This is an optimization exercise on Yosys and OpenROAD, whose aim is small area, a short achievable clock period and few clock cycles, not a production implementation.
Only simulation tests tie the RTL to the original design; equivalence was not proved.
Power and IR drop assume default switching activity.

<file path="design/flow/config.mk">
export PLATFORM = sky130hd
export DESIGN_NAME = multi_cpu_core
export DESIGN_NICKNAME = multi_cpu_core
export VERILOG_FILES = /design/flow/design.v
export SDC_FILE = /design/flow/constraint.sdc
export NUM_CORES = 8
export LEC_CHECK = 0
export CAP_MARGIN = 20
export CORE_MARGIN = 2
export CORE_UTILIZATION = 50
export CTS_CLUSTER_DIAMETER = 80
export CTS_CLUSTER_SIZE = 20
export PLACE_DENSITY = 0.65
export SETUP_SLACK_MARGIN = 3.0
export SLEW_MARGIN = 20
export SYNTH_HIERARCHICAL = 1
export TNS_END_PERCENT = 10
</file>
<file path="design/flow/constraint.sdc">
create_clock -name core_clock -period 8.0 [get_ports {clk}]
set_input_delay 1.6000 -clock core_clock [delete_from_list [all_inputs] [get_ports {clk}]]
set_output_delay 1.6000 -clock core_clock [all_outputs]
set_load 0.01 [all_outputs]
</file>
<file path="design/flow/design.v">
`timescale 1ns / 1ps
module multi_control(
	clk,
	rst,
	OP,
	PCWriteCond,
	PCWrite,
	IorD,
	MemRead,
	MemWrite,
	MemtoReg,
	IRWrite,
	PCSource,
	ALUOp,
	ALUSrcA,
	ALUSrcB,
	RegWrite,
	RegDst,
	LED
);
	input wire clk, rst;
	input wire [5:0] OP;
	output wire PCWriteCond;
	output wire PCWrite;
	output wire IorD;
	output wire MemRead;
	output wire MemWrite;
	output wire MemtoReg;
	output wire IRWrite;
	output wire [1:0] PCSource;
	output wire [1:0] ALUOp;
	output wire ALUSrcA;
	output wire [1:0] ALUSrcB;
	output wire RegWrite;
	output wire RegDst;
	output wire [4:0] LED;
	reg [3:0] state;
	wire R, LW, SW, BEQ, J;		
	assign PCWriteCond 	= (state == 4'd8);
	assign PCWrite 		= (state == 4'd0) || (state == 4'd9);
	assign IorD				= (state == 4'd3) || (state == 4'd5);
	assign MemRead 		= (state == 4'd0) || (state == 4'd3);
	assign MemWrite		= (state == 4'd5);
	assign MemtoReg		= (state == 4'd4);
	assign IRWrite			= (state == 4'd0);
	assign PCSource		= {state == 4'd9, state == 4'd8};
	assign ALUOp			= {state == 4'd6, state == 4'd8};
	assign ALUSrcA			= (state == 4'd2) || (state == 4'd6) || (state == 4'd8);
	assign ALUSrcB			= {(state == 4'd1) || (state == 4'd2), (state == 4'd0) || (state == 4'd1)};
	assign RegWrite		= (state == 4'd4) || (state == 4'd7);
	assign RegDst			= (state == 4'd7);
	assign R   = ~OP[0] & ~OP[1] & ~OP[2] & ~OP[3] & ~OP[4] & ~OP[5];
	assign LW  =  OP[0] &  OP[1] & ~OP[2] & ~OP[3] & ~OP[4] &  OP[5];
	assign SW  =  OP[0] &  OP[1] & ~OP[2] &  OP[3] & ~OP[4] &  OP[5];
	assign BEQ = ~OP[0] & ~OP[1] &  OP[2] & ~OP[3] & ~OP[4] & ~OP[5];
	assign J   = ~OP[0] &  OP[1] & ~OP[2] & ~OP[3] & ~OP[4] & ~OP[5];
	assign LED[0] = (state == 4'd0);
	assign LED[1] = (state == 4'd1);
	assign LED[2] = (state == 4'd2) || (state == 4'd6) || (state == 4'd8) || (state == 4'd9);
	assign LED[3] = (state == 4'd3) || (state == 4'd5) || (state == 4'd7);
	assign LED[4] = (state == 4'd4);
	always @(posedge clk or posedge rst)
	begin
		if (rst)
			state <= 4'd0;
		else if (state == 4'd0)
			state <= 4'd1;
		else if (state == 4'd1)
		begin
			if (J)
				state <= 4'd9;
			else if (BEQ)
				state <= 4'd8;
			else if (R)
				state <= 4'd6;
			else if (LW || SW)
				state <= 4'd2;
			else
				state <= 4'd0;
		end else if (state == 4'd6)
			state <= 4'd7;
		else if (state == 4'd2)
		begin
			if (SW)
				state <= 4'd5;
			else
				state <= 4'd3;
		end else if (state == 4'd3)
			state <= 4'd4;
		else if (state == 4'd4 || state == 4'd5 || state == 4'd7 || state == 4'd9)
			state <= 4'd0;
		else
			state <= 4'd0;
	end
endmodule
`timescale 1ns / 1ps
module multi_ALU(A, B, SUB, OP, LD, D, res, eq);
	input  wire [31:0] A, B, D;
	input  wire SUB, LD;
	input  wire [1:0] OP;
	output wire [31:0] res;
	output wire eq;
	wire [31:0] b = B ^ {32{SUB}};
	wire [31:0] p = A ^ b;
	wire [31:0] g = A & b;
	wire [31:0] gn;     
	multi_ALU_carry carry(.G(g), .P(p), .CI(SUB), .GN(gn));
	wire [31:0] sum = p ^ ~{gn[30:0], ~SUB};
	wire [31:0] lor = p | g;
	assign res = LD ? D :
	             (OP == 2'd0) ? sum :
	             (OP == 2'd1) ? lor :
	             (OP == 2'd2) ? ~lor : g;
	assign eq = (A == B);
endmodule
module multi_ALU_carry(G, P, CI, GN);
	input  wire [31:0] G, P;
	input  wire CI;
	output wire [31:0] GN;
	wire [31:0] g0, p0;
	wire [31:0] g1, p1;
	wire [31:0] g2, p2;
	wire [31:0] g3, p3;
	wire [31:0] g4, p4;
	wire [31:0] g5, p5;
	assign g0 = {G[31:1], G[0] | (P[0] & CI)};
	assign p0 = P;
	multi_inv ig0_0(.a(g0[0]), .y(g1[0]));
	assign p1[0] = 1'b0;
	assign p1[1] = 1'b0;
	multi_ks_n n0_1(.gi(g0[1]), .pi(p0[1]), .gj(g0[0]), .go(g1[1]));
	multi_ks_np n0_2(.gi(g0[2]), .pi(p0[2]), .gj(g0[1]), .pj(p0[1]), .po(p1[2]), .go(g1[2]));
	multi_ks_np n0_3(.gi(g0[3]), .pi(p0[3]), .gj(g0[2]), .pj(p0[2]), .po(p1[3]), .go(g1[3]));
	multi_ks_np n0_4(.gi(g0[4]), .pi(p0[4]), .gj(g0[3]), .pj(p0[3]), .po(p1[4]), .go(g1[4]));
	multi_ks_np n0_5(.gi(g0[5]), .pi(p0[5]), .gj(g0[4]), .pj(p0[4]), .po(p1[5]), .go(g1[5]));
	multi_ks_np n0_6(.gi(g0[6]), .pi(p0[6]), .gj(g0[5]), .pj(p0[5]), .po(p1[6]), .go(g1[6]));
	multi_ks_np n0_7(.gi(g0[7]), .pi(p0[7]), .gj(g0[6]), .pj(p0[6]), .po(p1[7]), .go(g1[7]));
	multi_ks_np n0_8(.gi(g0[8]), .pi(p0[8]), .gj(g0[7]), .pj(p0[7]), .po(p1[8]), .go(g1[8]));
	multi_ks_np n0_9(.gi(g0[9]), .pi(p0[9]), .gj(g0[8]), .pj(p0[8]), .po(p1[9]), .go(g1[9]));
	multi_ks_np n0_10(.gi(g0[10]), .pi(p0[10]), .gj(g0[9]), .pj(p0[9]), .po(p1[10]), .go(g1[10]));
	multi_ks_np n0_11(.gi(g0[11]), .pi(p0[11]), .gj(g0[10]), .pj(p0[10]), .po(p1[11]), .go(g1[11]));
	multi_ks_np n0_12(.gi(g0[12]), .pi(p0[12]), .gj(g0[11]), .pj(p0[11]), .po(p1[12]), .go(g1[12]));
	multi_ks_np n0_13(.gi(g0[13]), .pi(p0[13]), .gj(g0[12]), .pj(p0[12]), .po(p1[13]), .go(g1[13]));
	multi_ks_np n0_14(.gi(g0[14]), .pi(p0[14]), .gj(g0[13]), .pj(p0[13]), .po(p1[14]), .go(g1[14]));
	multi_ks_np n0_15(.gi(g0[15]), .pi(p0[15]), .gj(g0[14]), .pj(p0[14]), .po(p1[15]), .go(g1[15]));
	multi_ks_np n0_16(.gi(g0[16]), .pi(p0[16]), .gj(g0[15]), .pj(p0[15]), .po(p1[16]), .go(g1[16]));
	multi_ks_np n0_17(.gi(g0[17]), .pi(p0[17]), .gj(g0[16]), .pj(p0[16]), .po(p1[17]), .go(g1[17]));
	multi_ks_np n0_18(.gi(g0[18]), .pi(p0[18]), .gj(g0[17]), .pj(p0[17]), .po(p1[18]), .go(g1[18]));
	multi_ks_np n0_19(.gi(g0[19]), .pi(p0[19]), .gj(g0[18]), .pj(p0[18]), .po(p1[19]), .go(g1[19]));
	multi_ks_np n0_20(.gi(g0[20]), .pi(p0[20]), .gj(g0[19]), .pj(p0[19]), .po(p1[20]), .go(g1[20]));
	multi_ks_np n0_21(.gi(g0[21]), .pi(p0[21]), .gj(g0[20]), .pj(p0[20]), .po(p1[21]), .go(g1[21]));
	multi_ks_np n0_22(.gi(g0[22]), .pi(p0[22]), .gj(g0[21]), .pj(p0[21]), .po(p1[22]), .go(g1[22]));
	multi_ks_np n0_23(.gi(g0[23]), .pi(p0[23]), .gj(g0[22]), .pj(p0[22]), .po(p1[23]), .go(g1[23]));
	multi_ks_np n0_24(.gi(g0[24]), .pi(p0[24]), .gj(g0[23]), .pj(p0[23]), .po(p1[24]), .go(g1[24]));
	multi_ks_np n0_25(.gi(g0[25]), .pi(p0[25]), .gj(g0[24]), .pj(p0[24]), .po(p1[25]), .go(g1[25]));
	multi_ks_np n0_26(.gi(g0[26]), .pi(p0[26]), .gj(g0[25]), .pj(p0[25]), .po(p1[26]), .go(g1[26]));
	multi_ks_np n0_27(.gi(g0[27]), .pi(p0[27]), .gj(g0[26]), .pj(p0[26]), .po(p1[27]), .go(g1[27]));
	multi_ks_np n0_28(.gi(g0[28]), .pi(p0[28]), .gj(g0[27]), .pj(p0[27]), .po(p1[28]), .go(g1[28]));
	multi_ks_np n0_29(.gi(g0[29]), .pi(p0[29]), .gj(g0[28]), .pj(p0[28]), .po(p1[29]), .go(g1[29]));
	multi_ks_np n0_30(.gi(g0[30]), .pi(p0[30]), .gj(g0[29]), .pj(p0[29]), .po(p1[30]), .go(g1[30]));
	multi_ks_np n0_31(.gi(g0[31]), .pi(p0[31]), .gj(g0[30]), .pj(p0[30]), .po(p1[31]), .go(g1[31]));
	multi_inv ig1_0(.a(g1[0]), .y(g2[0]));
	assign p2[0] = 1'b0;
	multi_inv ig1_1(.a(g1[1]), .y(g2[1]));
	assign p2[1] = 1'b0;
	assign p2[2] = 1'b0;
	multi_ks_p n1_2(.gi(g1[2]), .pi(p1[2]), .gj(g1[0]), .go(g2[2]));
	assign p2[3] = 1'b0;
	multi_ks_p n1_3(.gi(g1[3]), .pi(p1[3]), .gj(g1[1]), .go(g2[3]));
	multi_ks_pp n1_4(.gi(g1[4]), .pi(p1[4]), .gj(g1[2]), .pj(p1[2]), .po(p2[4]), .go(g2[4]));
	multi_ks_pp n1_5(.gi(g1[5]), .pi(p1[5]), .gj(g1[3]), .pj(p1[3]), .po(p2[5]), .go(g2[5]));
	multi_ks_pp n1_6(.gi(g1[6]), .pi(p1[6]), .gj(g1[4]), .pj(p1[4]), .po(p2[6]), .go(g2[6]));
	multi_ks_pp n1_7(.gi(g1[7]), .pi(p1[7]), .gj(g1[5]), .pj(p1[5]), .po(p2[7]), .go(g2[7]));
	multi_ks_pp n1_8(.gi(g1[8]), .pi(p1[8]), .gj(g1[6]), .pj(p1[6]), .po(p2[8]), .go(g2[8]));
	multi_ks_pp n1_9(.gi(g1[9]), .pi(p1[9]), .gj(g1[7]), .pj(p1[7]), .po(p2[9]), .go(g2[9]));
	multi_ks_pp n1_10(.gi(g1[10]), .pi(p1[10]), .gj(g1[8]), .pj(p1[8]), .po(p2[10]), .go(g2[10]));
	multi_ks_pp n1_11(.gi(g1[11]), .pi(p1[11]), .gj(g1[9]), .pj(p1[9]), .po(p2[11]), .go(g2[11]));
	multi_ks_pp n1_12(.gi(g1[12]), .pi(p1[12]), .gj(g1[10]), .pj(p1[10]), .po(p2[12]), .go(g2[12]));
	multi_ks_pp n1_13(.gi(g1[13]), .pi(p1[13]), .gj(g1[11]), .pj(p1[11]), .po(p2[13]), .go(g2[13]));
	multi_ks_pp n1_14(.gi(g1[14]), .pi(p1[14]), .gj(g1[12]), .pj(p1[12]), .po(p2[14]), .go(g2[14]));
	multi_ks_pp n1_15(.gi(g1[15]), .pi(p1[15]), .gj(g1[13]), .pj(p1[13]), .po(p2[15]), .go(g2[15]));
	multi_ks_pp n1_16(.gi(g1[16]), .pi(p1[16]), .gj(g1[14]), .pj(p1[14]), .po(p2[16]), .go(g2[16]));
	multi_ks_pp n1_17(.gi(g1[17]), .pi(p1[17]), .gj(g1[15]), .pj(p1[15]), .po(p2[17]), .go(g2[17]));
	multi_ks_pp n1_18(.gi(g1[18]), .pi(p1[18]), .gj(g1[16]), .pj(p1[16]), .po(p2[18]), .go(g2[18]));
	multi_ks_pp n1_19(.gi(g1[19]), .pi(p1[19]), .gj(g1[17]), .pj(p1[17]), .po(p2[19]), .go(g2[19]));
	multi_ks_pp n1_20(.gi(g1[20]), .pi(p1[20]), .gj(g1[18]), .pj(p1[18]), .po(p2[20]), .go(g2[20]));
	multi_ks_pp n1_21(.gi(g1[21]), .pi(p1[21]), .gj(g1[19]), .pj(p1[19]), .po(p2[21]), .go(g2[21]));
	multi_ks_pp n1_22(.gi(g1[22]), .pi(p1[22]), .gj(g1[20]), .pj(p1[20]), .po(p2[22]), .go(g2[22]));
	multi_ks_pp n1_23(.gi(g1[23]), .pi(p1[23]), .gj(g1[21]), .pj(p1[21]), .po(p2[23]), .go(g2[23]));
	multi_ks_pp n1_24(.gi(g1[24]), .pi(p1[24]), .gj(g1[22]), .pj(p1[22]), .po(p2[24]), .go(g2[24]));
	multi_ks_pp n1_25(.gi(g1[25]), .pi(p1[25]), .gj(g1[23]), .pj(p1[23]), .po(p2[25]), .go(g2[25]));
	multi_ks_pp n1_26(.gi(g1[26]), .pi(p1[26]), .gj(g1[24]), .pj(p1[24]), .po(p2[26]), .go(g2[26]));
	multi_ks_pp n1_27(.gi(g1[27]), .pi(p1[27]), .gj(g1[25]), .pj(p1[25]), .po(p2[27]), .go(g2[27]));
	multi_ks_pp n1_28(.gi(g1[28]), .pi(p1[28]), .gj(g1[26]), .pj(p1[26]), .po(p2[28]), .go(g2[28]));
	multi_ks_pp n1_29(.gi(g1[29]), .pi(p1[29]), .gj(g1[27]), .pj(p1[27]), .po(p2[29]), .go(g2[29]));
	multi_ks_pp n1_30(.gi(g1[30]), .pi(p1[30]), .gj(g1[28]), .pj(p1[28]), .po(p2[30]), .go(g2[30]));
	multi_ks_pp n1_31(.gi(g1[31]), .pi(p1[31]), .gj(g1[29]), .pj(p1[29]), .po(p2[31]), .go(g2[31]));
	multi_inv ig2_0(.a(g2[0]), .y(g3[0]));
	assign p3[0] = 1'b0;
	multi_inv ig2_1(.a(g2[1]), .y(g3[1]));
	assign p3[1] = 1'b0;
	multi_inv ig2_2(.a(g2[2]), .y(g3[2]));
	assign p3[2] = 1'b0;
	multi_inv ig2_3(.a(g2[3]), .y(g3[3]));
	assign p3[3] = 1'b0;
	assign p3[4] = 1'b0;
	multi_ks_n n2_4(.gi(g2[4]), .pi(p2[4]), .gj(g2[0]), .go(g3[4]));
	assign p3[5] = 1'b0;
	multi_ks_n n2_5(.gi(g2[5]), .pi(p2[5]), .gj(g2[1]), .go(g3[5]));
	assign p3[6] = 1'b0;
	multi_ks_n n2_6(.gi(g2[6]), .pi(p2[6]), .gj(g2[2]), .go(g3[6]));
	assign p3[7] = 1'b0;
	multi_ks_n n2_7(.gi(g2[7]), .pi(p2[7]), .gj(g2[3]), .go(g3[7]));
	multi_ks_np n2_8(.gi(g2[8]), .pi(p2[8]), .gj(g2[4]), .pj(p2[4]), .po(p3[8]), .go(g3[8]));
	multi_ks_np n2_9(.gi(g2[9]), .pi(p2[9]), .gj(g2[5]), .pj(p2[5]), .po(p3[9]), .go(g3[9]));
	multi_ks_np n2_10(.gi(g2[10]), .pi(p2[10]), .gj(g2[6]), .pj(p2[6]), .po(p3[10]), .go(g3[10]));
	multi_ks_np n2_11(.gi(g2[11]), .pi(p2[11]), .gj(g2[7]), .pj(p2[7]), .po(p3[11]), .go(g3[11]));
	multi_ks_np n2_12(.gi(g2[12]), .pi(p2[12]), .gj(g2[8]), .pj(p2[8]), .po(p3[12]), .go(g3[12]));
	multi_ks_np n2_13(.gi(g2[13]), .pi(p2[13]), .gj(g2[9]), .pj(p2[9]), .po(p3[13]), .go(g3[13]));
	multi_ks_np n2_14(.gi(g2[14]), .pi(p2[14]), .gj(g2[10]), .pj(p2[10]), .po(p3[14]), .go(g3[14]));
	multi_ks_np n2_15(.gi(g2[15]), .pi(p2[15]), .gj(g2[11]), .pj(p2[11]), .po(p3[15]), .go(g3[15]));
	multi_ks_np n2_16(.gi(g2[16]), .pi(p2[16]), .gj(g2[12]), .pj(p2[12]), .po(p3[16]), .go(g3[16]));
	multi_ks_np n2_17(.gi(g2[17]), .pi(p2[17]), .gj(g2[13]), .pj(p2[13]), .po(p3[17]), .go(g3[17]));
	multi_ks_np n2_18(.gi(g2[18]), .pi(p2[18]), .gj(g2[14]), .pj(p2[14]), .po(p3[18]), .go(g3[18]));
	multi_ks_np n2_19(.gi(g2[19]), .pi(p2[19]), .gj(g2[15]), .pj(p2[15]), .po(p3[19]), .go(g3[19]));
	multi_ks_np n2_20(.gi(g2[20]), .pi(p2[20]), .gj(g2[16]), .pj(p2[16]), .po(p3[20]), .go(g3[20]));
	multi_ks_np n2_21(.gi(g2[21]), .pi(p2[21]), .gj(g2[17]), .pj(p2[17]), .po(p3[21]), .go(g3[21]));
	multi_ks_np n2_22(.gi(g2[22]), .pi(p2[22]), .gj(g2[18]), .pj(p2[18]), .po(p3[22]), .go(g3[22]));
	multi_ks_np n2_23(.gi(g2[23]), .pi(p2[23]), .gj(g2[19]), .pj(p2[19]), .po(p3[23]), .go(g3[23]));
	multi_ks_np n2_24(.gi(g2[24]), .pi(p2[24]), .gj(g2[20]), .pj(p2[20]), .po(p3[24]), .go(g3[24]));
	multi_ks_np n2_25(.gi(g2[25]), .pi(p2[25]), .gj(g2[21]), .pj(p2[21]), .po(p3[25]), .go(g3[25]));
	multi_ks_np n2_26(.gi(g2[26]), .pi(p2[26]), .gj(g2[22]), .pj(p2[22]), .po(p3[26]), .go(g3[26]));
	multi_ks_np n2_27(.gi(g2[27]), .pi(p2[27]), .gj(g2[23]), .pj(p2[23]), .po(p3[27]), .go(g3[27]));
	multi_ks_np n2_28(.gi(g2[28]), .pi(p2[28]), .gj(g2[24]), .pj(p2[24]), .po(p3[28]), .go(g3[28]));
	multi_ks_np n2_29(.gi(g2[29]), .pi(p2[29]), .gj(g2[25]), .pj(p2[25]), .po(p3[29]), .go(g3[29]));
	multi_ks_np n2_30(.gi(g2[30]), .pi(p2[30]), .gj(g2[26]), .pj(p2[26]), .po(p3[30]), .go(g3[30]));
	multi_ks_np n2_31(.gi(g2[31]), .pi(p2[31]), .gj(g2[27]), .pj(p2[27]), .po(p3[31]), .go(g3[31]));
	multi_inv ig3_0(.a(g3[0]), .y(g4[0]));
	assign p4[0] = 1'b0;
	multi_inv ig3_1(.a(g3[1]), .y(g4[1]));
	assign p4[1] = 1'b0;
	multi_inv ig3_2(.a(g3[2]), .y(g4[2]));
	assign p4[2] = 1'b0;
	multi_inv ig3_3(.a(g3[3]), .y(g4[3]));
	assign p4[3] = 1'b0;
	multi_inv ig3_4(.a(g3[4]), .y(g4[4]));
	assign p4[4] = 1'b0;
	multi_inv ig3_5(.a(g3[5]), .y(g4[5]));
	assign p4[5] = 1'b0;
	multi_inv ig3_6(.a(g3[6]), .y(g4[6]));
	assign p4[6] = 1'b0;
	multi_inv ig3_7(.a(g3[7]), .y(g4[7]));
	assign p4[7] = 1'b0;
	assign p4[8] = 1'b0;
	multi_ks_p n3_8(.gi(g3[8]), .pi(p3[8]), .gj(g3[0]), .go(g4[8]));
	assign p4[9] = 1'b0;
	multi_ks_p n3_9(.gi(g3[9]), .pi(p3[9]), .gj(g3[1]), .go(g4[9]));
	assign p4[10] = 1'b0;
	multi_ks_p n3_10(.gi(g3[10]), .pi(p3[10]), .gj(g3[2]), .go(g4[10]));
	assign p4[11] = 1'b0;
	multi_ks_p n3_11(.gi(g3[11]), .pi(p3[11]), .gj(g3[3]), .go(g4[11]));
	assign p4[12] = 1'b0;
	multi_ks_p n3_12(.gi(g3[12]), .pi(p3[12]), .gj(g3[4]), .go(g4[12]));
	assign p4[13] = 1'b0;
	multi_ks_p n3_13(.gi(g3[13]), .pi(p3[13]), .gj(g3[5]), .go(g4[13]));
	assign p4[14] = 1'b0;
	multi_ks_p n3_14(.gi(g3[14]), .pi(p3[14]), .gj(g3[6]), .go(g4[14]));
	assign p4[15] = 1'b0;
	multi_ks_p n3_15(.gi(g3[15]), .pi(p3[15]), .gj(g3[7]), .go(g4[15]));
	multi_ks_pp n3_16(.gi(g3[16]), .pi(p3[16]), .gj(g3[8]), .pj(p3[8]), .po(p4[16]), .go(g4[16]));
	multi_ks_pp n3_17(.gi(g3[17]), .pi(p3[17]), .gj(g3[9]), .pj(p3[9]), .po(p4[17]), .go(g4[17]));
	multi_ks_pp n3_18(.gi(g3[18]), .pi(p3[18]), .gj(g3[10]), .pj(p3[10]), .po(p4[18]), .go(g4[18]));
	multi_ks_pp n3_19(.gi(g3[19]), .pi(p3[19]), .gj(g3[11]), .pj(p3[11]), .po(p4[19]), .go(g4[19]));
	multi_ks_pp n3_20(.gi(g3[20]), .pi(p3[20]), .gj(g3[12]), .pj(p3[12]), .po(p4[20]), .go(g4[20]));
	multi_ks_pp n3_21(.gi(g3[21]), .pi(p3[21]), .gj(g3[13]), .pj(p3[13]), .po(p4[21]), .go(g4[21]));
	multi_ks_pp n3_22(.gi(g3[22]), .pi(p3[22]), .gj(g3[14]), .pj(p3[14]), .po(p4[22]), .go(g4[22]));
	multi_ks_pp n3_23(.gi(g3[23]), .pi(p3[23]), .gj(g3[15]), .pj(p3[15]), .po(p4[23]), .go(g4[23]));
	multi_ks_pp n3_24(.gi(g3[24]), .pi(p3[24]), .gj(g3[16]), .pj(p3[16]), .po(p4[24]), .go(g4[24]));
	multi_ks_pp n3_25(.gi(g3[25]), .pi(p3[25]), .gj(g3[17]), .pj(p3[17]), .po(p4[25]), .go(g4[25]));
	multi_ks_pp n3_26(.gi(g3[26]), .pi(p3[26]), .gj(g3[18]), .pj(p3[18]), .po(p4[26]), .go(g4[26]));
	multi_ks_pp n3_27(.gi(g3[27]), .pi(p3[27]), .gj(g3[19]), .pj(p3[19]), .po(p4[27]), .go(g4[27]));
	multi_ks_pp n3_28(.gi(g3[28]), .pi(p3[28]), .gj(g3[20]), .pj(p3[20]), .po(p4[28]), .go(g4[28]));
	multi_ks_pp n3_29(.gi(g3[29]), .pi(p3[29]), .gj(g3[21]), .pj(p3[21]), .po(p4[29]), .go(g4[29]));
	multi_ks_pp n3_30(.gi(g3[30]), .pi(p3[30]), .gj(g3[22]), .pj(p3[22]), .po(p4[30]), .go(g4[30]));
	multi_ks_pp n3_31(.gi(g3[31]), .pi(p3[31]), .gj(g3[23]), .pj(p3[23]), .po(p4[31]), .go(g4[31]));
	multi_inv ig4_0(.a(g4[0]), .y(g5[0]));
	assign p5[0] = 1'b0;
	multi_inv ig4_1(.a(g4[1]), .y(g5[1]));
	assign p5[1] = 1'b0;
	multi_inv ig4_2(.a(g4[2]), .y(g5[2]));
	assign p5[2] = 1'b0;
	multi_inv ig4_3(.a(g4[3]), .y(g5[3]));
	assign p5[3] = 1'b0;
	multi_inv ig4_4(.a(g4[4]), .y(g5[4]));
	assign p5[4] = 1'b0;
	multi_inv ig4_5(.a(g4[5]), .y(g5[5]));
	assign p5[5] = 1'b0;
	multi_inv ig4_6(.a(g4[6]), .y(g5[6]));
	assign p5[6] = 1'b0;
	multi_inv ig4_7(.a(g4[7]), .y(g5[7]));
	assign p5[7] = 1'b0;
	multi_inv ig4_8(.a(g4[8]), .y(g5[8]));
	assign p5[8] = 1'b0;
	multi_inv ig4_9(.a(g4[9]), .y(g5[9]));
	assign p5[9] = 1'b0;
	multi_inv ig4_10(.a(g4[10]), .y(g5[10]));
	assign p5[10] = 1'b0;
	multi_inv ig4_11(.a(g4[11]), .y(g5[11]));
	assign p5[11] = 1'b0;
	multi_inv ig4_12(.a(g4[12]), .y(g5[12]));
	assign p5[12] = 1'b0;
	multi_inv ig4_13(.a(g4[13]), .y(g5[13]));
	assign p5[13] = 1'b0;
	multi_inv ig4_14(.a(g4[14]), .y(g5[14]));
	assign p5[14] = 1'b0;
	multi_inv ig4_15(.a(g4[15]), .y(g5[15]));
	assign p5[15] = 1'b0;
	assign p5[16] = 1'b0;
	multi_ks_n n4_16(.gi(g4[16]), .pi(p4[16]), .gj(g4[0]), .go(g5[16]));
	assign p5[17] = 1'b0;
	multi_ks_n n4_17(.gi(g4[17]), .pi(p4[17]), .gj(g4[1]), .go(g5[17]));
	assign p5[18] = 1'b0;
	multi_ks_n n4_18(.gi(g4[18]), .pi(p4[18]), .gj(g4[2]), .go(g5[18]));
	assign p5[19] = 1'b0;
	multi_ks_n n4_19(.gi(g4[19]), .pi(p4[19]), .gj(g4[3]), .go(g5[19]));
	assign p5[20] = 1'b0;
	multi_ks_n n4_20(.gi(g4[20]), .pi(p4[20]), .gj(g4[4]), .go(g5[20]));
	assign p5[21] = 1'b0;
	multi_ks_n n4_21(.gi(g4[21]), .pi(p4[21]), .gj(g4[5]), .go(g5[21]));
	assign p5[22] = 1'b0;
	multi_ks_n n4_22(.gi(g4[22]), .pi(p4[22]), .gj(g4[6]), .go(g5[22]));
	assign p5[23] = 1'b0;
	multi_ks_n n4_23(.gi(g4[23]), .pi(p4[23]), .gj(g4[7]), .go(g5[23]));
	assign p5[24] = 1'b0;
	multi_ks_n n4_24(.gi(g4[24]), .pi(p4[24]), .gj(g4[8]), .go(g5[24]));
	assign p5[25] = 1'b0;
	multi_ks_n n4_25(.gi(g4[25]), .pi(p4[25]), .gj(g4[9]), .go(g5[25]));
	assign p5[26] = 1'b0;
	multi_ks_n n4_26(.gi(g4[26]), .pi(p4[26]), .gj(g4[10]), .go(g5[26]));
	assign p5[27] = 1'b0;
	multi_ks_n n4_27(.gi(g4[27]), .pi(p4[27]), .gj(g4[11]), .go(g5[27]));
	assign p5[28] = 1'b0;
	multi_ks_n n4_28(.gi(g4[28]), .pi(p4[28]), .gj(g4[12]), .go(g5[28]));
	assign p5[29] = 1'b0;
	multi_ks_n n4_29(.gi(g4[29]), .pi(p4[29]), .gj(g4[13]), .go(g5[29]));
	assign p5[30] = 1'b0;
	multi_ks_n n4_30(.gi(g4[30]), .pi(p4[30]), .gj(g4[14]), .go(g5[30]));
	assign p5[31] = 1'b0;
	multi_ks_n n4_31(.gi(g4[31]), .pi(p4[31]), .gj(g4[15]), .go(g5[31]));
	assign GN = g5;
endmodule
module multi_ks_np(gi, pi, gj, pj, go, po);
	input  wire gi, pi, gj, pj;
	output wire go, po;
	assign go = ~(gi | (pi & gj));
	assign po = ~(pi & pj);
endmodule
module multi_ks_n(gi, pi, gj, go);
	input  wire gi, pi, gj;
	output wire go;
	assign go = ~(gi | (pi & gj));
endmodule
module multi_ks_pp(gi, pi, gj, pj, go, po);
	input  wire gi, pi, gj, pj;
	output wire go, po;
	assign go = ~(gi & (pi | gj));
	assign po = ~(pi | pj);
endmodule
module multi_ks_p(gi, pi, gj, go);
	input  wire gi, pi, gj;
	output wire go;
	assign go = ~(gi & (pi | gj));
endmodule
module multi_inv(a, y);
	input  wire a;
	output wire y;
	assign y = ~a;
endmodule
`timescale 1ns / 1ps
module multi_ALU_Ctrl(
	ALUOp,	
	FUNC,		
	OP			
);
	input wire  [1:0] ALUOp;
	input wire  [5:0] FUNC;
	output wire [2:0] OP;
	wire LS, BEQ, R;
	wire OP_ADD, OP_SUB, OP_AND, OP_OR, OP_SLT;
	assign LS  = ~ALUOp[0] & ~ALUOp[1];
	assign BEQ =  ALUOp[0] & ~ALUOp[1];
	assign R   = ~ALUOp[0] &  ALUOp[1];
	assign OP_ADD = LS  | (FUNC[5] & ~FUNC[4] & ~FUNC[3] & ~FUNC[2] & ~FUNC[1] & ~FUNC[0] & R);
	assign OP_SUB = BEQ | (FUNC[5] & ~FUNC[4] & ~FUNC[3] & ~FUNC[2] &  FUNC[1] & ~FUNC[0] & R);
	assign OP_OR  = FUNC[5] & ~FUNC[4] & ~FUNC[3] &  FUNC[2] & ~FUNC[1] &  FUNC[0] & R;
	assign OP_NOR = FUNC[5] & ~FUNC[4] & ~FUNC[3] &  FUNC[2] &  FUNC[1] &  FUNC[0] & R;
	assign OP[2] =  OP_SUB | OP_NOR;
	assign OP[1] =  OP_ADD | OP_SUB;
	assign OP[0] =  OP_OR;
endmodule
`timescale 1ns / 1ps
module multi_register_files(
	clk, rst,
	NextA, NextB, AddrC,
	DataA, DataB, DataC,
	WriteAddr, WriteData, WriteEN
);
	input  wire clk, rst, WriteEN;
	input  wire [ 4:0] NextA, NextB, AddrC, WriteAddr;
	input  wire [31:0] WriteData;
	output wire [31:0] DataA, DataB, DataC;
	reg  [1023:0] mem;
	reg  [31:0] valid;
	reg  [31:0] selA, selB;
	wire [31:0] wsel  = WriteEN ? (32'd1 << WriteAddr) : 32'd0;
	wire [31:0] vnext = valid | wsel;
	genvar r, b;
	generate
		for (r = 0; r < 32; r = r + 1) begin : regs
			always @(posedge clk)
				if (wsel[r])
					mem[r*32 +: 32] <= WriteData;
			always @(posedge clk or posedge rst)
				if (rst)
					valid[r] <= 1'b0;
				else if (wsel[r])
					valid[r] <= 1'b1;
		end
	endgenerate
	always @(posedge clk) begin
		selA <= (32'd1 << NextA) & vnext;
		selB <= (32'd1 << NextB) & vnext;
	end
	wire [31:0] selC;
	generate
		for (r = 0; r < 32; r = r + 1) begin : dec
			assign selC[r] = (AddrC == r) & valid[r];
		end
		for (b = 0; b < 32; b = b + 1) begin : rd
			wire [31:0] col;
			for (r = 0; r < 32; r = r + 1) begin : c
				assign col[r] = mem[r*32 + b];
			end
			multi_rf_read_s ra(.sel(selA), .d(col), .y(DataA[b]));
			multi_rf_read_s rb(.sel(selB), .d(col), .y(DataB[b]));
			multi_rf_read rc(.sel(selC), .d(col), .y(DataC[b]));
		end
	endgenerate
endmodule
module multi_rf_read(sel, d, y);
	input  wire [31:0] sel, d;
	output wire y;
	wire [3:0] g;
	wire [1:0] n;
	multi_rf_and8 g0(.sel(sel[ 7: 0]), .d(d[ 7: 0]), .y(g[0]));
	multi_rf_and8 g1(.sel(sel[15: 8]), .d(d[15: 8]), .y(g[1]));
	multi_rf_and8 g2(.sel(sel[23:16]), .d(d[23:16]), .y(g[2]));
	multi_rf_and8 g3(.sel(sel[31:24]), .d(d[31:24]), .y(g[3]));
	multi_nor2 n0(.a(g[0]), .b(g[1]), .y(n[0]));
	multi_nor2 n1(.a(g[2]), .b(g[3]), .y(n[1]));
	multi_nand2 o(.a(n[0]), .b(n[1]), .y(y));
endmodule
module multi_rf_and8(sel, d, y);
	input  wire [7:0] sel, d;
	output wire y;
	assign y = |(sel & d);
endmodule
module multi_nor2(a, b, y);
	input  wire a, b;
	output wire y;
	assign y = ~(a | b);
endmodule
module multi_nand2(a, b, y);
	input  wire a, b;
	output wire y;
	assign y = ~(a & b);
endmodule
module multi_rf_read_s(sel, d, y);
	input  wire [31:0] sel, d;
	output wire y;
	wire [2:0] g;
	wire n, i2;
	multi_rf_and12 g0(.sel(sel[11: 0]), .d(d[11: 0]), .y(g[0]));
	multi_rf_and12 g1(.sel(sel[23:12]), .d(d[23:12]), .y(g[1]));
	multi_rf_and8  g2(.sel(sel[31:24]), .d(d[31:24]), .y(g[2]));
	multi_nor2 n0(.a(g[0]), .b(g[1]), .y(n));
	multi_inv  v2(.a(g[2]), .y(i2));
	multi_nand2 o(.a(n), .b(i2), .y(y));
endmodule
module multi_rf_and12(sel, d, y);
	input  wire [11:0] sel, d;
	output wire y;
	wire [3:0] t;
	genvar k;
	generate
		for (k = 0; k < 4; k = k + 1) begin : a
			multi_aoi222 c(.a0(sel[3*k]), .b0(d[3*k]), .a1(sel[3*k+1]), .b1(d[3*k+1]),
			               .a2(sel[3*k+2]), .b2(d[3*k+2]), .y(t[k]));
		end
	endgenerate
	assign y = ~&t;
endmodule
module multi_aoi222(a0, b0, a1, b1, a2, b2, y);
	input  wire a0, b0, a1, b1, a2, b2;
	output wire y;
	assign y = ~((a0 & b0) | (a1 & b1) | (a2 & b2));
endmodule
`timescale 1ns / 1ps
module multi_register_EN(
	EN,		
	clk,		
	rst,		
	data_in,	
	data_out	
);
	parameter N = 32;
	input  wire EN;
	input  wire clk, rst;
	input  wire [N - 1 : 0] data_in;
	output reg [N - 1 : 0] data_out;
	always @(posedge clk or posedge rst)
		if (rst)
			data_out <= 0;
		else if (EN == 1'b1)
			data_out <= data_in;
		else
			data_out <= data_out;
endmodule
`timescale 1ns / 1ps
module multi_mux2(
	A,		
	B,		
	Ctrl,	
	S		
);
	parameter N = 32;
	input wire [N - 1: 0] A, B;
	output wire [N - 1: 0] S;
	input wire Ctrl;
	assign S = (Ctrl == 1'b0) ? A : B;
endmodule
`timescale 1ns / 1ps
module multi_mux4(
	A,		
	B,		
	C,		
	D,		
	Ctrl,	
	S		
	);
	parameter N = 16;
	input wire [N - 1: 0] A, B, C, D;
	output wire [N - 1: 0] S;
	input wire [1:0] Ctrl;
	assign S = (Ctrl == 2'b00) ? A :
				  ((Ctrl == 2'b01) ? B :
				  ((Ctrl == 2'b10) ? C : D
				  ));
endmodule
`timescale 1ns / 1ps
module multi_signext(
	input_16,	
	output_32	
);
	input wire [15:0]input_16;
	output wire [31:0]output_32;
assign output_32 = {{16{input_16[15]}}, input_16[15:0]};
endmodule
`timescale 1ns / 1ps
module multi_cpu_core(
	clk,         
	rst,         
	mem_addr,    
	mem_we,      
	mem_wdata,   
	mem_rdata,   
	dbg_addr,    
	dbg_data     
);
	input  wire clk;
	input  wire rst;
	output wire [9:0]  mem_addr;
	output wire        mem_we;
	output wire [31:0] mem_wdata;
	input  wire [31:0] mem_rdata;
	input  wire [4:0]  dbg_addr;
	output wire [31:0] dbg_data;
	reg  [11:2] pc;           
	reg         e_r, e_lw, e_sw, e_beq;
	reg         e_sub;        
	reg  [1:0]  e_op;         
	reg  [25:0] ir;
	reg  [4:0]  mrt;          
	reg         mc, m_we;
	reg  [9:0]  maddr;
	wire [31:0] ra, rb;
	wire        rf_we;
	wire [4:0]  rf_wa;
	wire [31:0] rf_wd;
	wire [31:0] ins = mem_rdata;    
	wire        eq;
	wire [11:0] ea;           
	multi_ALU ALU(
		.A(ra), .B(rb),
		.SUB(e_sub), .OP(e_op), .LD(mc), .D(mem_rdata),
		.res(rf_wd), .eq(eq)
	);
	assign ea = ra[11:0] + ir[11:0];
	wire [11:0] st_t  = {pc, 2'b00} - ir[11:0];
	wire [11:2] st_t1 = st_t[11:2] + 10'd1;
	wire st_hit = (ra[1:0] >= st_t[1:0]) ? (ra[11:2] == st_t[11:2])
	                                     : (ra[11:2] == st_t1);
	wire e_go    = ~mc;                        
	wire br_take = e_beq & eq & e_go;
	wire smc     = e_sw & e_go & st_hit;
	assign rf_we = (e_r & e_go) | (mc & ~m_we);
	assign rf_wa = mc ? mrt : ir[15:11];
	multi_register_files register_files(
		.clk(clk), .rst(rst), .WriteEN(rf_we),
		.WriteData(rf_wd), .WriteAddr(rf_wa),
		.NextA(mc ? ir[25:21] : ins[25:21]),
		.NextB((mc | e_sw) ? ir[20:16] : ins[20:16]),    
		.AddrC(dbg_addr),
		.DataA(ra), .DataB(rb), .DataC(dbg_data)
	);
	wire [5:0]  fop = ins[31:26];
	wire [5:0]  ffn = ins[5:0];
	wire f_r   = (fop == 6'd0);
	wire f_lw  = (fop == 6'd35);
	wire f_sw  = (fop == 6'd43);
	wire f_j   = (fop == 6'd2);
	wire f_beq = (fop == 6'd4);
	wire f_bsame = f_beq & (ins[25:21] == ins[20:16]);    
	wire [11:2] pc1    = pc + 10'd1;
	wire [11:2] e_btgt = pc  + ir[9:0];        
	wire [11:2] f_btgt = pc1 + ins[9:0];
	wire [11:2] f_jtgt = ins[9:0];
	wire f_kill  = br_take | smc;              
	wire f_redir = f_j | f_bsame;
	wire [11:2] pc_f = f_j ? f_jtgt : (f_bsame ? f_btgt : pc1);
	wire [11:2] pc_s, pc_n;
	multi_mux2 #(.N(10)) pc_smc(.A(pc_f), .B(pc), .Ctrl(mc | smc), .S(pc_s));
	multi_mux2 #(.N(10)) pc_br(.A(pc_s), .B(e_btgt), .Ctrl(br_take), .S(pc_n));
	always @(posedge clk or posedge rst)
		if (rst)
			pc <= 10'd0;
		else
			pc <= pc_n;
	always @(posedge clk or posedge rst)
		if (rst) begin
			e_r   <= 1'b0;
			e_lw  <= 1'b0;
			e_sw  <= 1'b0;
			e_beq <= 1'b0;
		end else begin
			e_r   <= ~f_kill & (e_go ? f_r : e_r);
			e_lw  <= ~f_kill & (e_go ? f_lw : e_lw);
			e_sw  <= ~f_kill & (e_go ? f_sw : e_sw);
			e_beq <= ~f_kill & (e_go ? f_beq & ~f_bsame : e_beq);
		end
	always @(posedge clk)
		if (e_go) begin
			ir    <= ins[25:0];
			e_sub <= (ffn == 6'h22);
			e_op  <= (ffn == 6'h20 || ffn == 6'h22) ? 2'd0 :
			         (ffn == 6'h25) ? 2'd1 :
			         (ffn == 6'h27) ? 2'd2 : 2'd3;
		end
	always @(posedge clk or posedge rst)
		if (rst) begin
			mc   <= 1'b0;
			m_we <= 1'b0;
		end else begin
			mc   <= e_go & (e_lw | e_sw);
			m_we <= e_go & e_sw;
		end
	always @(posedge clk)
		if (e_go) begin
			maddr <= ea[11:2];
			mrt   <= ir[20:16];
		end
	assign mem_addr  = mc ? maddr : pc[11:2];
	assign mem_we    = m_we;
	assign mem_wdata = rb;
endmodule
</file>
<file path="design/flow/flow/run.sh">
#!/bin/bash
# The standard layout (standard.sh: ORFS synthesis through finish), with
# one change: the buffers buffer_ports puts on every input and output port
# are sky130_fd_sc_hd__buf_4 cells instead of the default pick (a clkdlybuf4s
# delay cell, which repair cannot resize into a fast buffer).
# All tool output goes to standard.log here; ORFS keeps its per-step logs
# under orfs/logs/.
set -euo pipefail
export BUFFER_PORTS_ARGS="-buffer_cell sky130_fd_sc_hd__buf_4"
bash standard.sh > standard.log 2>&1
</file>
<file path="design/flow/standard.sh">
#!/bin/bash
# synth_recipe.tcl (not shown) runs the flow's synth.tcl, then flattens the netlist and writes it again
# the make line also repeats each setting of config.mk as NAME=value (left out here)
make -C /OpenROAD-flow-scripts/flow DESIGN_CONFIG=/design/flow/config.mk WORK_HOME=/design/flow/orfs CLKGATE_MAP_FILE= SYNTH_SCRIPT=/design/flow/synth_recipe.tcl "${@:-finish}"
</file>
==> flow_metrics.py, run 1 <==
metrics = {
    "sta": {
        "rsz0062_at_grt": "yes",
        "hold_slack_ps": 459,
        "min_period_ps": 5280,
        "slew_headroom_pct": 20.3,
        "setup_tns_ps": 0,
        "setup_ws_ps": 2720,
        "hold_viol": 0,
        "setup_viol": 0,
        "period_share_pct": 65.9,
        "fin_skew_ps": 50.3,
        "worstMarginPinSlew_ps": 1190,
        "fmax_ghz": 0.190,
        "drv_slew": 0,
    },
    "pwr": {
        "p_switching_mw": 4.38,
        "swShare_pct": 30.7,
        "p_comb_share_pct": 23.2,
        "seqPwrFrac_pct": 50.1,
        "power.density_nw_per_um2": 217,
        "total_power_mw": 14.3,
        "irDropWorstVdd_mv": 0.160,
        "power.leakage_nw": 22.1,
        "clkPwrFrac_pct": 26.7,
        "intPower_mw": 9.87,
    },
    "clocking": {
        "root_buffer": "clkbuf_16",
        "numClockSinks": 1180,
        "cts.htree.levels": 3,
        "cts.clk_slew.worst_paths_ps": 90,
        "cts_buffers": 71,
        "tritoncts": "done",
        "cts.path.max_buffers": 3,
        "hold_buffers": 0,
        "clk_latency_ps": 710,
    },
    "place": {
        "pre_cts_slack_ps": 1870,
        "hpwl_um": 153000,
        "dp_cells": 6099,
        "port_buffers": 113,
        "place_area_um2": 61800,
        "gp_congestion": 0.985,
    },
    "worst_setup_path": {
        "end_kind": "output port",
        "critPathSlowestCell": "nand4_1",
        "r2r_end": "pc[5]",
        "max_stage_delay_ps": 480,
        "cp.arrival_ps": 3680,
        "path_cells": "buf_8, and2_4, nor2b_4, and3_4, buf_12, a22oi_2, nand4_1, nor2_2, nand2_2, buf_6",
        "worstSetupPathType": "in -> out",
        "reg2regPathDepth": 17,
        "r2r_start": "register_files.selA[12]",
        "start_kind": "primary input",
        "required_ps": 6400,
        "cp_max_fo": 8,
        "cp_top_family": "simple AND/OR/NAND/NOR gates",
        "worst-path-buf-inv": 3,
        "rrSetupSlack_ps": 2760,
    },
    "routing": {
        "wl_um": 273000,
        "drt_iter0_drc": 16200,
        "dr.pass1.iters": 31,
        "drtAntennaViolNets": 0,
        "via_per_inst": 8.48,
        "wl_per_cell_um": 43.5,
        "dr_total_vias": 53100,
        "drcViolationCount": 0,
    },
    "die": {
        "rows": 124,
        "dieArea_um2": 118000,
        "fp.dieW_um": 343,
        "die_y_um": 343,
        "core_area_um2": 114000,
        "io_pins": 114,
        "initial_core_util_pct": 50.3,
    },
    "final_layout": {
        "area.growth.synth_to_final_pct": 14.4,
        "layout-drive-gt1-share_pct": 18.2,
        "post-route-cell-area_um2": 65700,
        "nets": 4827,
        "final_cells": 6262,
        "finish.utilization_pct": 57.5,
    },
    "global_route": {
        "first_global_vias": 48300,
        "grt_pass1_wl_um": 371000,
        "antenna_found_initial": 9,
        "grt_overflow": 0,
        "grt_max_degree": 51,
        "grt_use_total_pct": 45.0,
    },
    "logic_synthesis": {
        "synth.avg_cell_area_um2": 13.2,
        "yosysWarningCount": 8,
        "synthCells": 4361,
        "synth_area_um2": 57400,
        "syn-num-nets": 4477,
    },
    "worst_hold_path": {
        "worstHoldStart": "ir[17]",
        "min_path_cells": 0,
        "hold-path-endpoint": "mrt[1]",
        "holdCritPathClass": "reg -> reg",
    },
    "run_status": {
        "status": "no timing/DRC/antenna violations",
    },
    "run": {
        "cap_violations": 0,
    },
}
## layer usage
layer,vias up,global-route usage (%),routed length (um)
met5,-,1.04,133
met4,6,30.3,25200
met3,1532,22.3,52900
met2,6252,59.2,104000
met1,25400,57.8,90400
li1,19900,-,-
## placed cells by master (no fill, tap or decap), types with 21 or more instances in the layout
cell / n
nor2_2: 70
a21oi_1: 66
nand3_1: 21
nor3_1: 76
buf_6: 39
nand2_1: 141
o21ai_2: 42
nor2_4: 46
clkbuf_16: 72
buf_12: 23
edfxtp_1: 1068
ha_1: 74
nand2_2: 32
a22oi_1: 762
a21oi_2: 72
inv_1: 165
a22oi_2: 37
xor2_1: 87
dfxtp_1: 57
buf_4: 242
and3_1: 25
mux2_2: 23
xnor2_1: 57
o31ai_4: 30
a222oi_1: 512
mux2i_1: 31
nor2_1: 191
nand4_1: 326
dfrtp_1: 47
## worst max path at each step
stage | cells after the start | end | slack [ps] | from
global route | 10 | dbg_data[23] | 2780 | dbg_addr[3]
floorplan | 7 | dbg_data[0] | 3300 | dbg_addr[3]
CTS | 11 | dbg_data[14] | 2960 | dbg_addr[0]
global placement | 10 | dbg_data[29] | 1960 | dbg_addr[0]
detailed placement | 10 | dbg_data[29] | 1870 | dbg_addr[0]
finish | 10 | dbg_data[23] | 2720 | dbg_addr[0]
## registers in the layout (all words and copies together), names as in the netlist
| register | flops |
|---|---|
| register_files.selB | 32 |
| m_we | 1 |
| register_files.valid | 32 |
| ir | 26 |
| register_files.mem | 1024 |
| e_lw | 1 |
| mc | 1 |
| e_op | 2 |
| e_sub | 1 |
| e_sw | 1 |
| mrt | 5 |
| maddr | 10 |
| pc | 10 |
| e_beq | 1 |
| register_files.selA | 32 |
| e_r | 1 |
## power by group through the flow
| stage | registers, mW | clock network (mW) | logic [mW] |
|---|---|---|---|
| global route | 7.16 | 3.99 | 3.46 |
| finish | 7.15 | 3.80 | 3.30 |
| global placement | 7.25 | 0 | 3.00 |
| floorplan | 7.22 | 0 | 1.99 |
| CTS | 7.13 | 3.77 | 3.14 |
| detailed placement | 7.25 | 0 | 3.05 |
## repair_timing
item	4_1_cts	5_1_grt
gates cloned	17	0
setup buffers	26	1
pin swaps	122	19
resized for setup	269	54
endpoints found under the setup margin	683	914
## layout make-up
type	count	area, um2
well taps	1512	1890
diodes	8	20.0
repair buffers	326	3180
flip-flops and latches	1180	34600
clock buffers	93	1890
multi-input cells	2966	23400
inverters	166	623
fillers	9203	48500
clock inverters	11	128
Testbench counts, summed over its fixed seeds: cycles 36,474.
==> run 2, diff against run 1 <==
--- a/design/flow/design.v
+++ b/design/flow/design.v
@@ -432,9 +432,13 @@
 		selB <= (32'd1 << NextB) & vnext;
 	end
 	wire [31:0] selC;
+	wire [3:0]  cl;
+	wire [7:0]  ch;
+	multi_dec2 dcl(.a(AddrC[1:0]), .y(cl));
+	multi_dec3 dch(.a(AddrC[4:2]), .y(ch));
 	generate
 		for (r = 0; r < 32; r = r + 1) begin : dec
-			assign selC[r] = (AddrC == r) & valid[r];
+			multi_and3 sc(.a(cl[r % 4]), .b(ch[r / 4]), .c(valid[r]), .y(selC[r]));
 		end
 		for (b = 0; b < 32; b = b + 1) begin : rd
 			wire [31:0] col;
@@ -505,6 +509,21 @@
 	output wire y;
 	assign y = ~((a0 & b0) | (a1 & b1) | (a2 & b2));
 endmodule
+module multi_dec2(a, y);
+	input  wire [1:0] a;
+	output wire [3:0] y;
+	assign y = 4'd1 << a;
+endmodule
+module multi_dec3(a, y);
+	input  wire [2:0] a;
+	output wire [7:0] y;
+	assign y = 8'd1 << a;
+endmodule
+module multi_and3(a, b, c, y);
+	input  wire a, b, c;
+	output wire y;
+	assign y = a & b & c;
+endmodule
 `timescale 1ns / 1ps
 module multi_register_EN(
 	EN,		
@@ -608,8 +627,8 @@
 	assign ea = ra[11:0] + ir[11:0];
 	wire [11:0] st_t  = {pc, 2'b00} - ir[11:0];
 	wire [11:2] st_t1 = st_t[11:2] + 10'd1;
-	wire st_hit = (ra[1:0] >= st_t[1:0]) ? (ra[11:2] == st_t[11:2])
-	                                     : (ra[11:2] == st_t1);
+	wire st_hit;
+	multi_st_hit sth(.ra(ra[11:0]), .t(st_t), .t1(st_t1), .hit(st_hit));
 	wire e_go    = ~mc;                        
 	wire br_take = e_beq & eq & e_go;
 	wire smc     = e_sw & e_go & st_hit;
@@ -674,12 +693,17 @@
 			mc   <= e_go & (e_lw | e_sw);
 			m_we <= e_go & e_sw;
 		end
-	always @(posedge clk)
-		if (e_go) begin
-			maddr <= ea[11:2];
-			mrt   <= ir[20:16];
-		end
+	always @(posedge clk) begin
+		maddr <= ea[11:2];
+		mrt   <= ir[20:16];
+	end
 	assign mem_addr  = mc ? maddr : pc[11:2];
 	assign mem_we    = m_we;
 	assign mem_wdata = rb;
 endmodule
+module multi_st_hit(ra, t, t1, hit);
+	input  wire [11:0] ra, t;
+	input  wire [11:2] t1;
+	output wire hit;
+	assign hit = (ra[1:0] >= t[1:0]) ? (ra[11:2] == t[11:2]) : (ra[11:2] == t1);
+endmodule
--- a/design/flow/config.mk
+++ b/design/flow/config.mk
@@ -7,10 +7,10 @@
 export LEC_CHECK = 0
 export CAP_MARGIN = 20
 export CORE_MARGIN = 2
-export CORE_UTILIZATION = 50
+export CORE_UTILIZATION = 62
 export CTS_CLUSTER_DIAMETER = 80
 export CTS_CLUSTER_SIZE = 20
-export PLACE_DENSITY = 0.65
+export PLACE_DENSITY = 0.72
 export SETUP_SLACK_MARGIN = 3.0
 export SLEW_MARGIN = 20
 export SYNTH_HIERARCHICAL = 1
==> flow_metrics.py, run 2 <==
metrics = {
    "pwr": {
        "clkPwrFrac_pct": 29.5,
        "irDropWorstVdd_mv": 0.226,
        "swShare_pct": 26.5,
        "total_power_mw": 12.6,
        "seqPwrFrac_pct": 54.5,
        "power.density_nw_per_um2": 195,
        "power.leakage_nw": 22.0,
        "p_comb_share_pct": 15.9,
        "p_switching_mw": 3.33,
        "intPower_mw": 9.26,
    },
    "logic_synthesis": {
        "synth.avg_cell_area_um2": 13.1,
        "synthCells": 4374,
        "yosysWarningCount": 8,
        "synth_area_um2": 57500,
        "syn-num-nets": 4489,
    },
    "clocking": {
        "root_buffer": "clkbuf_16",
        "cts.htree.levels": 3,
        "clk_latency_ps": 700,
        "numClockSinks": 1180,
        "cts.path.max_buffers": 3,
        "cts.clk_slew.worst_paths_ps": 90,
        "tritoncts": "done",
        "cts_buffers": 70,
    },
    "worst_setup_path": {
        "start_kind": "primary input",
        "critPathSlowestCell": "nor2_1",
        "cp.arrival_ps": 3640,
        "worstSetupPathType": "in -> out",
        "r2r_start": "register_files.selA[3]",
        "required_ps": 6400,
        "reg2regPathDepth": 15,
        "path_cells": "buf_6, and3b_2, and3_1, clkbuf_8, a22oi_1, nand4_1, nor2_1, nand2_2, buf_4",
        "cp_max_fo": 32,
        "end_kind": "output port",
        "cp_top_family": "simple AND/OR/NAND/NOR gates",
        "r2r_end": "register_files.mem[316]",
        "worst-path-buf-inv": 3,
        "rrSetupSlack_ps": 2770,
        "max_stage_delay_ps": 300,
    },
    "die": {
        "io_pins": 114,
        "dieArea_um2": 95100,
        "initial_core_util_pct": 62.6,
        "rows": 111,
        "core_area_um2": 91800,
        "die_y_um": 308,
        "fp.dieW_um": 308,
    },
    "routing": {
        "dr_total_vias": 52800,
        "wl_um": 254000,
        "wl_per_cell_um": 42.5,
        "dr.pass1.iters": 21,
        "drt_iter0_drc": 17100,
        "drtAntennaViolNets": 0,
        "via_per_inst": 8.82,
        "drcViolationCount": 0,
    },
    "sta": {
        "min_period_ps": 5240,
        "rsz0062_at_grt": "yes",
        "slew_headroom_pct": 12.1,
        "worstMarginPinSlew_ps": 1320,
        "fmax_ghz": 0.191,
        "drv_slew": 0,
        "setup_tns_ps": 0,
        "fin_skew_ps": 34.7,
        "hold_viol": 0,
        "setup_viol": 0,
        "period_share_pct": 65.5,
    },
    "worst_hold_path": {
        "holdCritPathClass": "reg -> reg",
        "worstHoldStart": "ir[19]",
        "min_path_cells": 0,
        "hold-path-endpoint": "mrt[3]",
    },
    "place": {
        "port_buffers": 113,
        "place_area_um2": 61600,
        "hpwl_um": 149000,
        "gp_congestion": 1.00,
    },
    "global_route": {
        "grt_pass1_wl_um": 352000,
        "grt_max_degree": 57,
        "antenna_found_initial": 6,
        "first_global_vias": 48800,
        "grt_use_total_pct": 52.3,
        "grt_overflow": 0,
    },
    "final_layout": {
        "post-route-cell-area_um2": 64500,
        "final_common_cell": "edfxtp_1",
        "max_flop_register": "register_files.mem",
        "layout-drive-gt1-share_pct": 16.8,
        "area.growth.synth_to_final_pct": 12.3,
        "final_cell_mix": "edfxtp_1 (1053), a22oi_1 (791), a222oi_1 (512), nand4_1 (325), buf_4 (263)",
        "largest_register_ffs": 1024,
        "nFillCells": 6439,
        "nets": 4825,
    },
    "run_status": {
        "status": "no timing/DRC/antenna violations",
    },
    "run": {
        "cap_violations": 0,
    },
}
## run 2: worst reg2reg max path: cells and delay by family, from the launching register on
family	cells	cell delay [ps]
DFF	1	310
and+or+nand+nor	6	1840
xor gates and xnor gates	1	130
AOI/OAI and AO/OA	5	1550
buffers and inverters	2	660
adders and majority gates	1	480
## run 2: how the worst max path moves through the flow
stage / from / end / cells past startpoint
after floorplan: dbg_addr[2] / dbg_data[0] / 6
after global placement: dbg_addr[2] / dbg_data[29] / 9
after detailed placement: dbg_addr[0] / dbg_data[29] / 9
after CTS: dbg_addr[3] / dbg_data[19] / 9
after global routing: dbg_addr[4] / dbg_data[19] / 9
final: dbg_addr[2] / dbg_data[16] / 9
## run 2: area by class of cell
cell class                      count  area (um2)  share of cell area [%]
Sequential cell                  1180       34400                    53.3
Tap cell                         1243        1560                    2.41
Multi-Input combinational cell   2977       23200                    36.0
Clock buffer                       88        1860                    2.89
Antenna cell                        4        10.0                  0.0155
Clock inverter                     10         109                   0.169
Inverter                          166         623                   0.966
Timing Repair Buffer              315        2720                    4.22
## run 2: timing repair
item | CTS | global route
pin swaps | 29 | 22
gates resized for setup | 122 | 68
gates cloned | 1 | 2
setup endpoints to repair | 687 | 806
buffers inserted | 18 | 5
hold buffers | 0 | 0
## run 2: power groups by stage
stage                     sequential [mW]  combinational (mW)  clock, mW
after floorplan                      6.97                1.36          0
after global placement               7.00                1.87          0
after detailed placement             7.00                1.91          0
after CTS                            6.86                1.93       3.68
after global routing                 6.87                2.14       3.88
final                                6.86                2.01       3.72
## run 2: per-layer routing
layer	GRT usage (%)	up-vias	share of wire (%)
met1	66.3	24700	32
li1	-	19900	-
met4	37.0	13	10
met2	70.9	6488	39
met5	2.02	-	0.15
met3	23.7	1723	19
## run 2: per-stage QoR
stage	util, %	cells	hold WS [ps]	setup slack, ps
6_report	70.3	5983	374	2760
5_1_grt	70.3	5979	380	2880
4_1_cts	69.8	5964	373	2940
3_5_place_dp	67.1	5847	353	2150
3_3_place_gp	67.0	5843	347	2050
2_1_floorplan	-	4374	344	3400
Testbench counts of run 2, summed over its fixed seeds: cycles 36,474.
==> run 3, diff against run 2 <==
==> design/flow/flow/run.sh (replaced) <==
#!/bin/bash
# The standard layout (standard.sh: ORFS synthesis through finish), with
# one change: the buffers buffer_ports puts on every input and output port
# are sky130_fd_sc_hd__buf_1 cells instead of the default pick (a clkdlybuf4s
# delay cell, which repair cannot resize into a fast buffer).
# All tool output goes to standard.log here; ORFS keeps its per-step logs
# under orfs/logs/.
set -euo pipefail
export BUFFER_PORTS_ARGS="-buffer_cell sky130_fd_sc_hd__buf_1"
bash standard.sh > standard.log 2>&1
--- a/design/flow/config.mk
+++ b/design/flow/config.mk
@@ -8,8 +8,8 @@
 export CAP_MARGIN = 20
 export CORE_MARGIN = 2
 export CORE_UTILIZATION = 62
-export CTS_CLUSTER_DIAMETER = 80
-export CTS_CLUSTER_SIZE = 20
+export CTS_CLUSTER_DIAMETER = 90
+export CTS_CLUSTER_SIZE = 24
 export PLACE_DENSITY = 0.72
 export SETUP_SLACK_MARGIN = 3.0
 export SLEW_MARGIN = 20
==> flow_metrics.py, run 3 <==
metrics = {
    "worst_setup_path": {
        "worstSetupPathType": "in -> out",
        "required_ps": 6400,
        "critPathSlowestCell": "nand4_1",
        "worst-path-buf-inv": 3,
        "start_kind": "primary input",
        "cp_max_fo": 8,
        "end_kind": "output port",
        "max_stage_delay_ps": 460,
        "cp_top_family": "simple AND/OR/NAND/NOR gates",
        "r2r_end": "pc[5]",
        "path_cells": "buf_6, and3b_2, and3_4, buf_12, a22oi_2, nand4_1, nor2_2, nand2_1, buf_2",
        "cp.arrival_ps": 3650,
        "reg2regPathDepth": 14,
        "r2r_start": "register_files.selA[0]",
        "rrSetupSlack_ps": 2850,
    },
    "logic_synthesis": {
        "syn-num-nets": 4489,
        "synth.avg_cell_area_um2": 13.1,
        "synth_area_um2": 57500,
        "yosysWarningCount": 8,
        "synthCells": 4374,
    },
    "clocking": {
        "tritoncts": "done",
        "clk_latency_ps": 790,
        "numClockSinks": 1180,
        "cts.htree.levels": 2,
        "cts.path.max_buffers": 3,
        "cts_buffers": 57,
        "cts.clk_slew.worst_paths_ps": 90,
        "root_buffer": "clkbuf_16",
    },
    "place": {
        "gp_congestion": 0.992,
        "port_buffers": 113,
        "hpwl_um": 149000,
        "dp_cells": 5844,
    },
    "final_layout": {
        "largest_register_ffs": 1024,
        "final_cells": 5967,
        "layout-drive-gt1-share_pct": 15.1,
        "final_cell_mix": "edfxtp_1 (1053), a22oi_1 (768), a222oi_1 (512), nand4_1 (325), nor2_1 (197)",
        "final_common_cell": "edfxtp_1",
        "area.growth.synth_to_final_pct": 11.4,
        "max_flop_register": "register_files.mem",
        "nFillCells": 6415,
        "nets": 4811,
    },
    "sta": {
        "slew_headroom_pct": 24.0,
        "fmax_ghz": 0.190,
        "fin_skew_ps": 77.3,
        "rsz0062_at_grt": "yes",
        "min_period_ps": 5250,
        "worstMarginPinSlew_ps": 1140,
        "period_share_pct": 65.6,
        "setup_tns_ps": 0,
        "setup_viol": 0,
        "hold_viol": 0,
        "drv_slew": 0,
    },
    "routing": {
        "dr_total_vias": 53100,
        "drcViolationCount": 0,
        "dr.pass1.iters": 28,
        "wl_per_cell_um": 43.0,
        "drt_iter0_drc": 16700,
        "via_per_inst": 8.89,
        "drtAntennaViolNets": 0,
        "wl_um": 256000,
    },
    "worst_hold_path": {
        "holdCritPathClass": "reg -> reg",
        "worstHoldStart": "ir[17]",
        "hold-path-endpoint": "mrt[1]",
        "min_path_cells": 0,
    },
    "global_route": {
        "first_global_vias": 49500,
        "grt_max_degree": 55,
        "grt_pass1_wl_um": 355000,
        "antenna_found_initial": 3,
        "grt_overflow": 0,
        "grt_use_total_pct": 52.8,
    },
    "die": {
        "core_area_um2": 91800,
        "dieArea_um2": 95100,
        "initial_core_util_pct": 62.6,
        "die_y_um": 308,
        "fp.dieW_um": 308,
        "rows": 111,
        "io_pins": 114,
    },
    "pwr": {
        "irDropWorstVdd_mv": 0.197,
        "power.density_nw_per_um2": 191,
        "power.leakage_nw": 21.5,
    },
    "run": {
        "cap_violations": 0,
    },
    "run_status": {
        "status": "no timing/DRC/antenna violations",
    },
}
-- run 3: worst register-to-register path, delay by kind of cell, from the launching register on --
| kind | cells | cell delay, ps |
|---|---|---|
| DFF | 1 | 320 |
| and+or+nand+nor | 7 | 2100 |
| muxes | 2 | 600 |
| adders and majority gates | 1 | 470 |
| AOI/OAI and AO/OA | 3 | 1160 |
| buffers and inverters | 1 | 350 |
-- run 3: cell type report --
type                       count  area [um2]  area share (%)
clock buffer                  78        1510            2.35
timing repair buffer         310        2320            3.63
multi-input combinational   2981       23400            36.6
antenna                        1        2.50         0.00391
sequential                  1180       34400            53.8
tap                         1243        1560            2.43
clock inverter                 8         146           0.229
inverter                     166         623           0.974
-- run 3: worst max path at each step --
| stage | depth (start not counted) | end | start | slack, ps |
|---|---|---|---|---|
| floorplan | 6 | dbg_data[0] | dbg_addr[2] | 3400 |
| global placement | 9 | dbg_data[29] | dbg_addr[1] | 1940 |
| detailed placement | 9 | dbg_data[23] | dbg_addr[1] | 1990 |
| CTS | 9 | dbg_data[29] | dbg_addr[1] | 2980 |
| global route | 9 | dbg_data[16] | dbg_addr[2] | 2850 |
| finish | 9 | dbg_data[29] | dbg_addr[4] | 2750 |
-- run 3: per-layer routing --
metal	share of wire (%)	track usage [%]	vias to the layer above
met5	0.048	1.71	-
met4	10	37.3	6
met2	39	70.2	6650
met3	20	26.1	1750
met1	31	66.5	24800
li1	-	-	19800
-- run 3: what timing repair did --
action | 4_1_cts | 5_1_grt
hold buffers | 0 | 0
gates resized for setup | 142 | 111
endpoints found under the setup margin | 760 | 887
buffers inserted | 17 | 4
pin swaps | 49 | 38
gates cloned | 7 | 2
endpoints found under the hold margin | 0 | 0
-- run 3: metrics by stage --
| step | util [%] | power (mW) | hold slack [ps] | setup WS, ps | cell area, um2 |
|---|---|---|---|---|---|
| 2_1_floorplan | - | 8.33 | 344 | 3400 | 57500 |
| 3_3_place_gp | 66.6 | 8.83 | 350 | 1940 | 61100 |
| 3_5_place_dp | 66.6 | 8.87 | 351 | 1990 | 61100 |
| 4_1_cts | 69.1 | 12.1 | 373 | 2980 | 63500 |
| 5_1_grt | 69.7 | 12.5 | 387 | 2850 | 64000 |
| 6_report | 69.7 | 12.2 | 374 | 2750 | 64000 |
-- run 3: report_power, final --
group,internal (mW),switching (mW)
sequential,6.76,0.101
clock,1.38,2.02
combinational,0.777,1.20

## afterwards: timing with drivers on the ports
The results above use ideal ports. As a check the final layouts listed here were re-extracted and re-timed, cells and wires unchanged.
Step 1 assumes that a clkbuf_16 drives the clock port and a buf_2 every other input.
Step 2, shift: input delay + t, output delay - t, t = (earliest + latest rising clock arrival at the registers) / 2. This alone moves slack from input paths to output paths.
a / b / c = ideal / step 1 / step 2; a / b = the first two.
run	shift t [ns]	slack for setup (ns)	worst register clock-pin slew, ns	pins driven straight from the clock port
run 1	0.760	2.725 / 2.681 / 2.681	0.10 / 0.10	1
run 2	0.754	2.764 / 2.732 / 2.732	0.09 / 0.09	1
run 3	0.828	2.750 / 2.712 / 2.712	0.11 / 0.11	1
After both steps every run listed still meets setup and hold. For run 1, which loses most, drivers alone change the setup slack by -0.044 ns; drivers and shift together by -0.044 ns.
